Source: an optimization exercise on an open RTL-to-GDS flow (aim: small area). Production flows keep margins and buffers that such runs may drop.
Function was checked by simulation only, so behaviour that the tests miss may differ from the original.
No activity file was given, so power comes from the tool's default toggle rates.

`design/flow/config.mk`:
```
export PLATFORM = sky130hd
export DESIGN_NAME = stopwatch
export DESIGN_NICKNAME = stopwatch
export VERILOG_FILES = /design/flow/design.v
export SDC_FILE = /design/flow/constraint.sdc
export NUM_CORES = 4
export LEC_CHECK = 0
export CAP_MARGIN = 20
export CORE_MARGIN = 2
export CORE_UTILIZATION = 40
export SLEW_MARGIN = 20
```
`design/flow/constraint.sdc`:
```
create_clock -name core_clock -period 10.0 [get_ports {clk}]
set_input_delay 2.0000 -clock core_clock [delete_from_list [all_inputs] [get_ports {clk}]]
set_output_delay 2.0000 -clock core_clock [all_outputs]
set_load 0.01 [all_outputs]
```
`design/flow/design.v`:
```
`timescale 1ns / 1ps
module stopwatch
    #(parameter CLOCK_COUNT = 9)(
    input clk, up, down, load, reset_n,
    output [7:0] AN,
    output [6:0] sseg,
    output DP
    );
    reg [9:0] db;
    wire db_hi = &db[9:1];
    wire pulse = db_hi & ~db[0];
    wire db_sat = db_hi & db[0];
    always @(posedge clk)
        if (!load)
            db <= 10'd23;
        else if (!db_sat)
            db <= db + 1'b1;
    reg run;
    always @(posedge clk, negedge reset_n)
        if (!reset_n)
            run <= 1'b0;
        else if (pulse)
            run <= ~run;
    reg [3:0] T;
    wire t_end = T[3] & T[0];
    always @(posedge clk, negedge reset_n)
        if (!reset_n)
            T <= 4'd0;
        else if (run)
            T <= t_end ? 4'd0 : T + 1'b1;
    wire tick = run & t_end;
    reg [3:0] d0, d1, d2, d4;
    reg [2:0] d3, d5;
    wire e9_0 = d0[3] & d0[0];
    wire e9_1 = d1[3] & d1[0];
    wire e9_2 = d2[3] & d2[0];
    wire e5_3 = d3[2] & d3[0];
    wire e9_4 = d4[3] & d4[0];
    wire e5_5 = d5[2] & d5[0];
    wire c1 = tick & e9_0;
    wire c2 = c1 & e9_1;
    wire c3 = c2 & e9_2;
    wire c4 = c3 & e5_3;
    wire c5 = c4 & e9_4;
    always @(posedge clk, negedge reset_n)
        if (!reset_n) begin
            d0 <= 4'd0; d1 <= 4'd0; d2 <= 4'd0;
            d3 <= 3'd0; d4 <= 4'd0; d5 <= 3'd0;
        end else begin
            if (tick) d0 <= e9_0 ? 4'd0 : d0 + 1'b1;
            if (c1)   d1 <= e9_1 ? 4'd0 : d1 + 1'b1;
            if (c2)   d2 <= e9_2 ? 4'd0 : d2 + 1'b1;
            if (c3)   d3 <= e5_3 ? 3'd0 : d3 + 1'b1;
            if (c4)   d4 <= e9_4 ? 4'd0 : d4 + 1'b1;
            if (c5)   d5 <= e5_5 ? 3'd0 : d5 + 1'b1;
        end
    reg [2:0] R;
    reg [2:0] X;
    wire r_end = R[2] & R[1];
    always @(posedge clk, negedge reset_n)
        if (!reset_n) begin
            R <= 3'd0;
            X <= 3'd0;
        end else begin
            R <= r_end ? 3'd0 : R + 1'b1;
            if (r_end) X <= X + 1'b1;
        end
    reg S_en, S_dp;
    reg [3:0] S_val;
    always @(posedge clk) begin
        case (X)
            3'd0: {S_en, S_val, S_dp} <= {1'b1, d0, 1'b1};
            3'd1: {S_en, S_val, S_dp} <= {1'b1, d1, 1'b1};
            3'd2: {S_en, S_val, S_dp} <= {1'b1, d2, 1'b0};
            3'd3: {S_en, S_val, S_dp} <= {1'b1, 1'b0, d3, 1'b1};
            3'd4: {S_en, S_val, S_dp} <= {1'b1, d4, 1'b0};
            3'd5: {S_en, S_val, S_dp} <= {1'b1, 1'b0, d5, 1'b1};
            default: {S_en, S_val, S_dp} <= 6'b0;
        endcase
    end
    assign AN = S_en ? ~(8'b1 << X) : 8'hFF;
    assign DP = S_dp;
    reg [6:0] seg;
    always @(*)
        case (S_val)  
            4'h0: seg = 7'b1000000;
            4'h1: seg = 7'b1111001;
            4'h2: seg = 7'b0100100;
            4'h3: seg = 7'b0110000;
            4'h4: seg = 7'b0011001;
            4'h5: seg = 7'b0010010;
            4'h6: seg = 7'b0000010;
            4'h7: seg = 7'b1111000;
            4'h8: seg = 7'b0000000;
            4'h9: seg = 7'b0010000;
            4'hA: seg = 7'b0001000;
            4'hB: seg = 7'b0000011;
            4'hC: seg = 7'b1000110;
            4'hD: seg = 7'b0100001;
            4'hE: seg = 7'b0000110;
            default: seg = 7'b0001110;
        endcase
    assign sseg = seg;
endmodule
```
`design/flow/run.sh`:
```
#!/bin/bash
# synth_recipe.tcl (not shown) runs the flow's synth.tcl, then flattens the netlist and writes it again
# the make line also repeats each setting of config.mk as NAME=value (left out here)
make -C /OpenROAD-flow-scripts/flow DESIGN_CONFIG=/design/flow/config.mk WORK_HOME=/design/flow/orfs CLKGATE_MAP_FILE= SYNTH_SCRIPT=/design/flow/synth_recipe.tcl finish
```
==> PnR_summary.wiki, run 1 <==
{| class="wikitable"
! Metric !! Value
|-
| Initial standard-cell utilization of the core || 0.4084
|-
| Final Skew || 0.006526 ns
|-
| Number of ports placed on the die boundary || 21
|-
| Net Sw Power || 0.08322 mW
|-
| Antenna violations before repair || 0
|-
| Synthesized-area fraction occupied by ao, oa, aoi and oai cells || 0.1145
|-
| Post-Synth XOR/XNOR Area || 0.05746
|-
| Upper clock frequency limit || 245.9 MHz
|-
| Multiplexer share of the synthesized area || 0.05153
|-
| Post-synthesis share of cell area spent on and, or, nand and nor gates || 0.2029
|-
| Final setup viols || 0
|-
| Die span in x || slightly below 90 um
|-
| Post-synthesis area per instance || about 9.9 sq um
|-
| Finished Cell Area || roughly 3000 sq um
|-
| Placement-stage cell area || 2982 sq um
|-
| Post-synthesis sequential area ratio || 0.4396
|-
| Share of total power in the clock network || 0.365
|-
| Met3 routed WL || between 100 and 150 um
|-
| Buffer cell driving the clock tree root || sky130_fd_sc_hd__clkbuf_8
|-
| Number of rows created at floorplan || 30
|-
| Total Wirelength || between 4000 and 5000 um
|-
| Shortest clock period the worst path allows after layout || 4.066 ns
|-
| Number of enable-type register cells in the synthesized netlist || 0
|-
| Maxcap violations || 0
|-
| Worst Path Class, Setup || reg2out
|-
| Reported leakage power || 1.448 nW
|-
| Worst Max-Slew Pin Slew || a little under 0.6 ns
|-
| Peak fanout along the critical path || 17
|-
| Fin nets || 318
|-
| Number of buffers between clock root and the deepest sink || 2
|-
| Post-layout utilization of the core || 0.4594
|-
| Sw frac || 0.2265
|-
| Overall power || 0.3674 mW
|-
| Crit path launch type || register
|-
| Total length of routed met2 wires || around 2300 um
|-
| Required @ worst endpoint || 8.00 ns
|-
| Top cell types by occurrence after synthesis || sky130_fd_sc_hd__nand2_1 (47), sky130_fd_sc_hd__dfrtp_1 (33), sky130_fd_sc_hd__ha_1 (21)
|-
| Part of the power in combinational logic || 0.045
|-
| Number of cells on the worst hold path || 1
|-
| Number of CTS-inserted buffers || 5
|-
| CTS sink count || 52
|-
| Worst-path clk slew || ~0.09 ns
|-
| Result of the run || complete, no violations
|-
| Most frequent cell after synthesis || sky130_fd_sc_hd__nand2_1
|-
| Vias per cell || 5.209
|-
| Hold Path Class || reg2reg
|-
| CTS H-tree lvls || 2
|-
| Layout area overhead || 12.49%
|-
| Tcrit/Tclk final || 0.4066
|-
| Syn Inst Count || roughly 280
|-
| Part of the total power dissipated in sequential elements || 0.590
|-
| Chip Height || just under 90 um
|-
| Max-slew violation count || 0
|-
| Number of buffers added on ports || 18
|-
| Highest metal layer with signal wires || met4
|-
| Arrival @ worst endpoint || 2.07 ns
|-
| Adder-Cell Fraction of Synth Area || 0.09576
|-
| Total grt overflow || 0
|-
| Clock latency on the worst-skew pair || 0.31 ns
|-
| Post-CTS setup buffers || 0
|-
| Wire length of the first global-routing pass || 8383 um
|-
| Number of violations reported at the end of detailed-routing iteration 0 || 51
|-
| Share of final-layout standard cells stronger than drive strength 1 || 0.09898
|-
| Top post-synthesis cells by area || sky130_fd_sc_hd__dfrtp_1 (30%), sky130_fd_sc_hd__dfxtp_1 (14%), sky130_fd_sc_hd__ha_1 (9.6%), sky130_fd_sc_hd__nand2_1 (6.4%), sky130_fd_sc_hd__xor2_1 (3.8%)
|-
| Cell Pwr Density || 119.0 nW/um^2
|-
| GPL Wtd Cong || around 0.78
|-
| Async set-reset flop share out of synthesis || 0.6346
|-
| Detailed Routing Iterations Pass 1 || 4
|-
| Most used DFF post-synth || sky130_fd_sc_hd__dfrtp_1
|-
| Total of flip-flops plus latches after synthesis || 52
|-
| TritonCTS clock tree || done
|-
| Syn nets || 302
|-
| Post_cts resized || 0
|-
| Dominant combinational cell family by area after synthesis || simple AND/OR/NAND/NOR gates
|-
| Setup TNS || 0 ns
|-
| Internal power || 0.2842 mW
|-
| Avg WL per Cell || 12.66 um
|-
| Worst-case reg-to-reg path depth || 7
|-
| Diode count || 0
|-
| Relative slew margins || 0.5990
|-
| Wire length on met1 || 2241 um
|-
| Cell taking the most area after synthesis || sky130_fd_sc_hd__dfrtp_1
|-
| GRT Overall Usage || 0.1378
|-
| Routed via count || 1943
|-
| Remaining number of nets flagged by the antenna check after routing || 0
|-
| Vias in the first global route || 1847
|-
| Yosys Warn Count || 1
|-
| Post-route DRC violation count || 0
|-
| Unrepaired setup endpoints after global routing || no
|-
| Placeable core region || 6719 sq um
|-
| Synth top area share || 0.3010
|-
| Hold violation count in the final report || 0
|-
| Netlist Area Pre-Place || 2744 sq um
|-
| Critical Path End Type || output port
|-
| Max VDD drop || 0.07624 mV
|-
| Hold buffer count at cts || 0
|-
| Pin count of the biggest net entering global routing || 34
|-
| Unique cell type count in the Yosys netlist || 52
|-
| DPL Wire Length || 3482 um
|-
| Die Outline Area || 7539 sq um
|}
-- layout make-up --
type,count,area (sq um)
flip-flops and latches,52,1206
clock inverters,2,11.26
clock buffers,6,93.84
repair buffers,19,187.7
multi-input cells,203,1433
fillers,618,3632
well taps,80,100.1
inverters,11,55.05
-- layer usage --
layer  vias up  global-route usage
li1        996                   -
met1       920              0.1786
met2        20              0.2325
met3         7             0.03143
met4         0             0.03409
met5         -                   0
-- flip-flops by register name, indices dropped and copies added, names as in the netlist --
signal / flops
d5: 3
db: 10
run: 1
S_en: 1
d4: 4
d3: 3
sseg: 7
d0: 4
X: 3
d2: 4
R: 3
T: 4
d1: 4
S_dp: 1
-- power groups by stage --
stage	Clock [mW]	Combinational, mW	Sequential (mW)
after floorplan	0	0.0114	0.220
after global placement	0	0.0169	0.221
after detailed placement	0	0.0170	0.221
after CTS	0.141	0.0171	0.217
after global routing	0.146	0.0196	0.217
final	0.134	0.0166	0.217
-- critical path, cell delays in order (launching register included) --
cell,delay (ns)
sky130_fd_sc_hd__dfrtp_1,0.70
sky130_fd_sc_hd__inv_1,0.12
sky130_fd_sc_hd__ha_1,0.31
sky130_fd_sc_hd__nand2_1,0.10
sky130_fd_sc_hd__clkdlybuf4s50_1,0.53
-- kinds of logic (layout without fill, tap and decap cells) --
family          after synthesis  in the layout
xor+xnor                     18             18
compound gates               45             45
flops                        52             52
mux                          12             12
buf+inv                      21             38
fa+ha+maj                    21             21
simple gates                107            107
-- final timing paths --
kind                                        from           endpoint  slack (ns)
min in group asynchronous                reset_n  d5[2]$_DFFE_PN0P_        2.09
worst max register to register  X[2]$_DFFE_PN0P_    sseg[3]$_DFF_P_        7.35
worst min register to register    R[0]$_DFF_PN0_     R[0]$_DFF_PN0_        0.43
max in group asynchronous                reset_n  d0[3]$_DFFE_PN0N_        7.60
worst max-delay path            X[2]$_DFFE_PN0P_              AN[3]        5.93
worst min-delay path              R[0]$_DFF_PN0_     R[0]$_DFF_PN0_        0.43
-- stage by stage --
stage	worst slack [ns]	std cells	hold WS, ns
2_1_floorplan	6.915	276	0.4059
3_3_place_gp	6.279	365	0.4232
3_5_place_dp	6.262	365	0.4219
4_1_cts	5.918	373	0.4359
5_1_grt	5.768	373	0.4563
6_report	5.934	373	0.4309
-- cells in the final DEF, fill, tap and decap left out, types with 2 or more instances in the layout --
| cell | n |
|---|---|
| sky130_fd_sc_hd__and3_1 | 2 |
| sky130_fd_sc_hd__dfxtp_1 | 19 |
| sky130_fd_sc_hd__dfrtp_1 | 33 |
| sky130_fd_sc_hd__mux2i_1 | 4 |
| sky130_fd_sc_hd__nor2_1 | 14 |
| sky130_fd_sc_hd__mux2_2 | 7 |
| sky130_fd_sc_hd__clkdlybuf4s50_1 | 18 |
| sky130_fd_sc_hd__nand4_4 | 2 |
| sky130_fd_sc_hd__o21ai_1 | 5 |
| sky130_fd_sc_hd__nand3_1 | 15 |
| sky130_fd_sc_hd__a21o_1 | 2 |
| sky130_fd_sc_hd__o22ai_1 | 2 |
| sky130_fd_sc_hd__and2_1 | 7 |
| sky130_fd_sc_hd__ha_1 | 21 |
| sky130_fd_sc_hd__nor3_1 | 5 |
| sky130_fd_sc_hd__o31ai_1 | 3 |
| sky130_fd_sc_hd__xnor2_1 | 6 |
| sky130_fd_sc_hd__inv_1 | 10 |
| sky130_fd_sc_hd__a22oi_1 | 5 |
| sky130_fd_sc_hd__a21oi_1 | 6 |
| sky130_fd_sc_hd__nor2b_1 | 2 |
| sky130_fd_sc_hd__clkbuf_8 | 5 |
| sky130_fd_sc_hd__nand2_1 | 47 |
| sky130_fd_sc_hd__or3_1 | 2 |
| sky130_fd_sc_hd__o21ai_0 | 9 |
| sky130_fd_sc_hd__nand4_1 | 3 |
| sky130_fd_sc_hd__xor2_1 | 12 |
==> run 2, diff against run 1 <==
==> design/flow/design.v (replaced) <==
`timescale 1ns / 1ps
module stopwatch
    #(parameter CLOCK_COUNT = 9)(
    input clk, up, down, load, reset_n,
    output [7:0] AN,
    output [6:0] sseg,
    output DP
    );
    localparam [9:0] DB_START = 10'b1111100110;
    localparam [9:0] DB_PULSE = 10'b1111111110;
    reg [9:0] db;
    wire pulse = (db == DB_PULSE);
    wire db_fb = ~(db[9] ^ db[6]);
    always @(posedge clk)
        if (!load)
            db <= DB_START;
        else
            db <= {db[8:0], db_fb} | {10{pulse}};
    reg run;
    always @(posedge clk, negedge reset_n)
        if (!reset_n)
            run <= 1'b0;
        else if (pulse)
            run <= ~run;
    reg [3:0] T;
    wire t_end = T[3] & T[0];
    always @(posedge clk, negedge reset_n)
        if (!reset_n)
            T <= 4'd0;
        else
            T <= T ^ {run & (T[0] & T[1] & T[2] | t_end),
                      run & T[0] & T[1],
                      run & T[0] & ~T[3],
                      run};
    wire tick = run & t_end;
    reg [3:0] d0, d1, d2, d4;
    reg [2:0] d3, d5;
    wire e9_0 = d0[3] & d0[0];
    wire e9_1 = d1[3] & d1[0];
    wire e9_2 = d2[3] & d2[0];
    wire e5_3 = d3[2] & d3[0];
    wire e9_4 = d4[3] & d4[0];
    wire c1 = tick & e9_0;
    wire c2 = c1 & e9_1;
    wire c3 = c2 & e9_2;
    wire c4 = c3 & e5_3;
    wire c5 = c4 & e9_4;
    function [3:0] inc10(input [3:0] q, input e);
        inc10 = q ^ {e & (q[0] & q[1] & q[2] | q[3] & q[0]),
                     e & q[0] & q[1],
                     e & q[0] & ~q[3],
                     e};
    endfunction
    function [2:0] inc6(input [2:0] q, input e);
        inc6 = q ^ {e & q[0] & (q[1] | q[2]),
                    e & q[0] & ~q[2],
                    e};
    endfunction
    always @(posedge clk, negedge reset_n)
        if (!reset_n) begin
            d0 <= 4'd0; d1 <= 4'd0; d2 <= 4'd0;
            d3 <= 3'd0; d4 <= 4'd0; d5 <= 3'd0;
        end else begin
            d0 <= inc10(d0, tick);
            d1 <= inc10(d1, c1);
            d2 <= inc10(d2, c2);
            d3 <= inc6(d3, c3);
            d4 <= inc10(d4, c4);
            d5 <= inc6(d5, c5);
        end
    reg [2:0] R;
    reg [2:0] X;
    wire r_end = R[2] & ~R[1] & ~R[0];
    always @(posedge clk, negedge reset_n)
        if (!reset_n) begin
            R <= 3'd0;
            X <= 3'd0;
        end else begin
            R <= {R[1:0], ~(R[2] ^ R[1])};
            X <= X ^ {r_end & X[0] & X[1], r_end & X[0], r_end};
        end
    reg S_en, S_dp;
    reg [3:0] S_val;
    always @(posedge clk) begin
        S_en  <= ~(X[2] & X[1]);
        S_dp  <= ~(X == 3'd2 || X == 3'd4 || X[2] & X[1]);
        S_val <= ({4{X == 3'd0}} & d0) | ({4{X == 3'd1}} & d1) |
                 ({4{X == 3'd2}} & d2) | ({4{X == 3'd3}} & {1'b0, d3}) |
                 ({4{X == 3'd4}} & d4) | ({4{X == 3'd5}} & {1'b0, d5});
    end
    assign AN = ~({8{S_en}} & (8'b1 << X));
    assign DP = S_dp;
    wire [3:0] v = S_val;
    wire seg_a = ~v[3] & ~v[2] & ~v[1] & v[0] | v[2] & ~v[1] & ~v[0];
    wire seg_b = v[2] & (v[1] ^ v[0]);
    wire seg_c = ~v[2] & v[1] & ~v[0];
    wire seg_d = seg_a | v[2] & v[1] & v[0];
    wire seg_e = v[0] | v[2] & ~v[1];
    wire seg_f = v[1] & v[0] | ~v[2] & v[1] | ~v[3] & ~v[2] & v[0];
    wire seg_g = ~v[3] & ~v[2] & ~v[1] | v[2] & v[1] & v[0];
    assign sseg = {seg_g, seg_f, seg_e, seg_d, seg_c, seg_b, seg_a};
endmodule
==> run 2 against run 1 <==
Utilization rose by 0.48 points. Register-to-register slack better by 0.97 ns. Power rose by 1.4%. Combinational power grew 55%. Non-clock buffer count stayed put. Die area down 18%. Clock power shrank 15%. Largest power group unchanged. Critical path depth down 1. Maximum frequency rose by 5.7%.
==> PnR_summary.wiki, run 2 <==
{| class="wikitable"
! Metric !! Value
|-
| Total length of routed met2 wires || 1401 um (-40%)
|-
| Cell taking the most area after synthesis || sky130_fd_sc_hd__dfrtp_1
|-
| Hold violation count in the final report || 0 (unchanged)
|-
| Routed via count || 1369 (-30%)
|-
| GPL Wtd Cong || 0.7637 (-1.5%)
|-
| Number of buffers between clock root and the deepest sink || 2 (unchanged)
|-
| Async set-reset flop share out of synthesis || 0.6735 (+0.03885)
|-
| Arrival @ worst endpoint || 1.85 ns (-0.22 ns)
|-
| Number of CTS-inserted buffers || 5 (unchanged)
|-
| Max VDD drop || 0.07617 mV (about the same)
|-
| Non-filler cells, final || 290 (-22%)
|-
| Number of rows created at floorplan || 27 (-10%)
|-
| Register bank with the most flops || db
|-
| Peak fanout along the critical path || 16 (-1)
|-
| Critical path buffers and inverters || 1 (-1)
|-
| Hold buffer count at cts || 0 (unchanged)
|-
| Most frequent cell after synthesis || sky130_fd_sc_hd__dfrtp_1
|-
| Number of buffers added on ports || 18 (unchanged)
|-
| Vias per cell || 4.721 (-9.4%)
|-
| Net Sw Power || 0.09545 mW (+15%)
|-
| Worst Path Class, Setup || reg2out
|-
| Most common cell after layout, fill and taps aside || sky130_fd_sc_hd__dfrtp_1
|-
| Cell breakdown of the critical path || nor2b_1 -> nand3_1 -> clkdlybuf4s50_1
|-
| Number of violations reported at the end of detailed-routing iteration 0 || 49 (-3.9%)
|-
| Wire length on met1 || 1791 um (-20%)
|-
| Met3 routed WL || 163 um (+47%)
|-
| Maxcap violations || 0 (unchanged)
|-
| Top cell types by occurrence after synthesis || sky130_fd_sc_hd__dfrtp_1 (33), sky130_fd_sc_hd__nand2_1 (21), sky130_fd_sc_hd__dfxtp_1 (16)
|-
| Synth top area share || 0.3693 (+0.06838)
|-
| Max-slew violation count || 0 (unchanged)
|-
| Finished Cell Area || 2525 sq um (-18%)
|-
| Sw frac || 0.2563 (+0.02976)
|-
| Result of the run || complete, no violations
|-
| Post_cts resized || 0 (unchanged)
|-
| Count of fill cells added during filler insertion || 486 (-21%)
|-
| Total Wirelength || 3401 um (-28%)
|-
| CTS H-tree lvls || 2 (unchanged)
|-
| TritonCTS clock tree || done
|-
| Share of final-layout standard cells stronger than drive strength 1 || 0.07339 (-0.02558)
|-
| Avg WL per Cell || 11.73 um (-7.4%)
|-
| Initial standard-cell utilization of the core || 0.4111 (+0.002708)
|-
| Required @ worst endpoint || 8.00 ns (about the same)
|-
| Shortest clock period the worst path allows after layout || 3.845 ns (-0.2209 ns)
|-
| Clock latency on the worst-skew pair || 0.30 ns (about the same)
|-
| Worst-path clk slew || 0.09 ns (about the same)
|-
| Netlist Area Pre-Place || 2236 sq um (-19%)
|-
| Number of ports placed on the die boundary || 21 (unchanged)
|-
| Post-CTS setup buffers || 0 (unchanged)
|-
| Part of the power in combinational logic || 0.069 (+0.024)
|-
| Total grt overflow || 0 (unchanged)
|-
| Wire length of the first global-routing pass || 6161 um (-27%)
|-
| Diode count || 0 (unchanged)
|-
| Share of total power in the clock network || 0.307 (-0.058)
|-
| Buffer cell driving the clock tree root || sky130_fd_sc_hd__clkbuf_8
|-
| Number of flip-flops under the largest register name || 10 (unchanged)
|-
| Setup TNS || 0 ns (unchanged)
|-
| Syn nets || 220 (-27%)
|-
| Hold Path Class || reg2reg
|-
| Detailed Routing Iterations Pass 1 || 4 (unchanged)
|-
| Most frequent cells in the layout || sky130_fd_sc_hd__dfrtp_1 (33), sky130_fd_sc_hd__nand2_1 (21), sky130_fd_sc_hd__clkdlybuf4s50_1 (18)
|-
| Remaining number of nets flagged by the antenna check after routing || 0 (unchanged)
|-
| Post-synthesis area per instance || 10.96 sq um (+10%)
|-
| Placed instance count || 282 (-23%)
|-
| Highest metal layer with signal wires || met4
|-
| CTS sink count || 49 (-5.8%)
|-
| Relative slew margins || 0.6139 (+0.01488)
|-
| Number of enable-type register cells in the synthesized netlist || 0 (unchanged)
|-
| DPL Wire Length || 2482 um (-29%)
|-
| Reported leakage power || 1.141 nW (-21%)
|-
| Post-route DRC violation count || 0 (unchanged)
|-
| Die span in x || 78.77 um (-9.3%)
|-
| Cell Pwr Density || 147.5 nW/um^2 (+24%)
|-
| Crit path launch type || register
|-
| Max stage delay cell, worst path || sky130_fd_sc_hd__dfrtp_1
|-
| Antenna violations before repair || 0 (unchanged)
|-
| Max stage delay on crit path || 0.72 ns (+0.02 ns)
|-
| Chip Height || 78.77 um (-9.3%)
|-
| Worst Max-Slew Pin Slew || 0.5791 ns (-0.01783 ns)
|-
| Critical Path End Type || output port
|-
| Final Skew || 0.006374 ns (-0.0001527 ns)
|-
| Internal power || 0.2770 mW (-2.5%)
|-
| Most used DFF post-synth || sky130_fd_sc_hd__dfrtp_1
|-
| Die Outline Area || 6204 sq um (-18%)
|-
| Final setup viols || 0 (unchanged)
|-
| Syn Inst Count || 204 (-26%)
|-
| Fin nets || 233 (-27%)
|-
| Largest delay share family, worst path || flip-flops
|-
| Yosys Warn Count || 1 (unchanged)
|-
| Placement-stage cell area || 2435 sq um (-18%)
|-
| Vias in the first global route || 1293 (-30%)
|-
| Post-synthesis sequential area ratio || 0.5126 (+0.07301)
|-
| Hold_ws || 0.3856 ns (-0.04525 ns)
|-
| Unrepaired setup endpoints after global routing || no
|-
| Pin count of the biggest net entering global routing || 34 (unchanged)
|-
| Tcrit/Tclk final || 0.3845 (-0.02209)
|-
| Part of the total power dissipated in sequential elements || 0.624 (+0.034)
|-
| Unique cell type count in the Yosys netlist || 41 (-21%)
|-
| Upper clock frequency limit || 260.1 MHz (+5.7%)
|-
| Top post-synthesis cells by area || sky130_fd_sc_hd__dfrtp_1 (37%), sky130_fd_sc_hd__dfxtp_1 (14%), sky130_fd_sc_hd__ha_1 (6.2%), sky130_fd_sc_hd__xnor2_1 (5.5%), sky130_fd_sc_hd__nand2_1 (3.5%)
|-
| Layout area overhead || 12.93%
|-
| Placeable core region || 5439 sq um (-19%)
|-
| Total of flip-flops plus latches after synthesis || 49 (-5.8%)
|-
| GRT Overall Usage || 0.1279 (-0.009934)
|}
==> run 2: changes by cell type after synthesis, moves of 6 or more <==
cell	delta
sky130_fd_sc_hd__nor2_1	-6
sky130_fd_sc_hd__ha_1	-10
sky130_fd_sc_hd__nand3_1	-9
sky130_fd_sc_hd__nand2b_1	+10
sky130_fd_sc_hd__a21oi_1	-6
sky130_fd_sc_hd__nand2_1	-26
sky130_fd_sc_hd__xnor2_1	+8
sky130_fd_sc_hd__xor2_1	-10
sky130_fd_sc_hd__mux2_2	-7
==> run 2: cell type report <==
class | count | area [sq um] | share of cell area
Multi-Input combinational cell | 131 | 969.7 | 0.3840
Clock inverter | 3 | 21.27 | 0.008424
Inverter | 11 | 41.29 | 0.01635
Clock buffer | 5 | 68.82 | 0.02725
Sequential cell | 49 | 1146 | 0.4539
Tap cell | 72 | 90.09 | 0.03568
Timing Repair Buffer | 19 | 187.7 | 0.07433
==> run 2: cell families (layout without fill, tap and decap cells) <==
family,after synthesis,after routing,share of synthesized area
AOI/OAI and AO/OA,19,19,0.06212
xor gates and xnor gates,16,16,0.06268
adders and majority gates,12,12,0.06603
buffers and inverters,24,38,0.05372
DFF,49,49,0.5126
muxes,10,10,0.05148
and+or+nand+nor,74,74,0.1914
==> run 2: power groups by stage <==
stage | clock (mW) | sequential (mW) | combinational, mW
after CTS | 0.120 | 0.233 | 0.0269
final | 0.114 | 0.232 | 0.0258
after global placement | 0 | 0.236 | 0.0256
after global routing | 0.130 | 0.235 | 0.0315
after detailed placement | 0 | 0.236 | 0.0272
after floorplan | 0 | 0.232 | 0.0197
==> run 2: worst register-to-register path, stage by stage (launching register included) <==
cell and delay [ns]:
sky130_fd_sc_hd__dfrtp_1 0.49, sky130_fd_sc_hd__nand4_4 0.23, sky130_fd_sc_hd__nor3_2 0.26, sky130_fd_sc_hd__and3_1 0.22, sky130_fd_sc_hd__ha_1 0.16, sky130_fd_sc_hd__nand2b_1 0.08
sky130_fd_sc_hd__xnor2_1 0.13
==> run 2: worst paths after layout <==
check / end / startpoint / slack (ns) / cells after the start
worst min-delay path: R[2]$_DFF_PN0_ / R[1]$_DFF_PN0_ / 0.39 / 0
worst max-delay path: AN[5] / X[0]$_DFF_PN0_ / 6.15 / 3
worst min register to register: R[2]$_DFF_PN0_ / R[1]$_DFF_PN0_ / 0.39 / 0
worst max register to register: d5[1]$_DFF_PN0_ / run$_DFFE_PN0P_ / 8.32 / 6
min in group asynchronous: T[2]$_DFF_PN0_ / reset_n / 2.10 / 2
max in group asynchronous: d5[2]$_DFF_PN0_ / reset_n / 7.60 / 2
==> run 2: metrics by stage <==
| step | util | power [mW] | setup WS [ns] |
|---|---|---|---|
| global placement | 0.4477 | 0.2620 | 6.450 |
| global route | 0.4642 | 0.3967 | 5.989 |
| floorplan | - | 0.2518 | 6.961 |
| detailed placement | 0.4477 | 0.2634 | 6.454 |
| finish | 0.4642 | 0.3724 | 6.155 |
| CTS | 0.4642 | 0.3793 | 6.112 |
==> run 2: metal layers <==
layer / vias to the layer above / global-route usage
met1: 631 / 0.1926
met3: 6 / 0.03182
met4: 0 / 0.04211
li1: 710 / -
met5: - / 0
met2: 22 / 0.1786

-- re-timing with driven ports --
How much do the figures lean on ideal ports? The routed layouts below were timed once more, with nothing changed but the port constraints. Step 1: set_driving_cell puts a clkbuf_16 on clk and a buf_2 on each other input, an assumption about the parent block. Step 2 times the ports against the registers' clock, not the clock port: input delays grow and output delays shrink by t, the midpoint of the rising clock arrivals with the driver on. Slacks: ideal ports / drivers / drivers and shift; pairs: ideal ports / drivers.
| run | t (ns) | setup slack, ns | hold WS [ns] | clock arrival spread, ns |
|---|---|---|---|---|
| run 1 | 0.329 | 5.934 / 5.908 / 6.237 | 0.431 / 0.431 / 0.431 | 0.006 / 0.006 |
| run 2 | 0.321 | 6.155 / 6.129 / 6.450 | 0.386 / 0.386 / 0.386 | 0.007 / 0.008 |
After both steps every run listed still meets setup and hold.
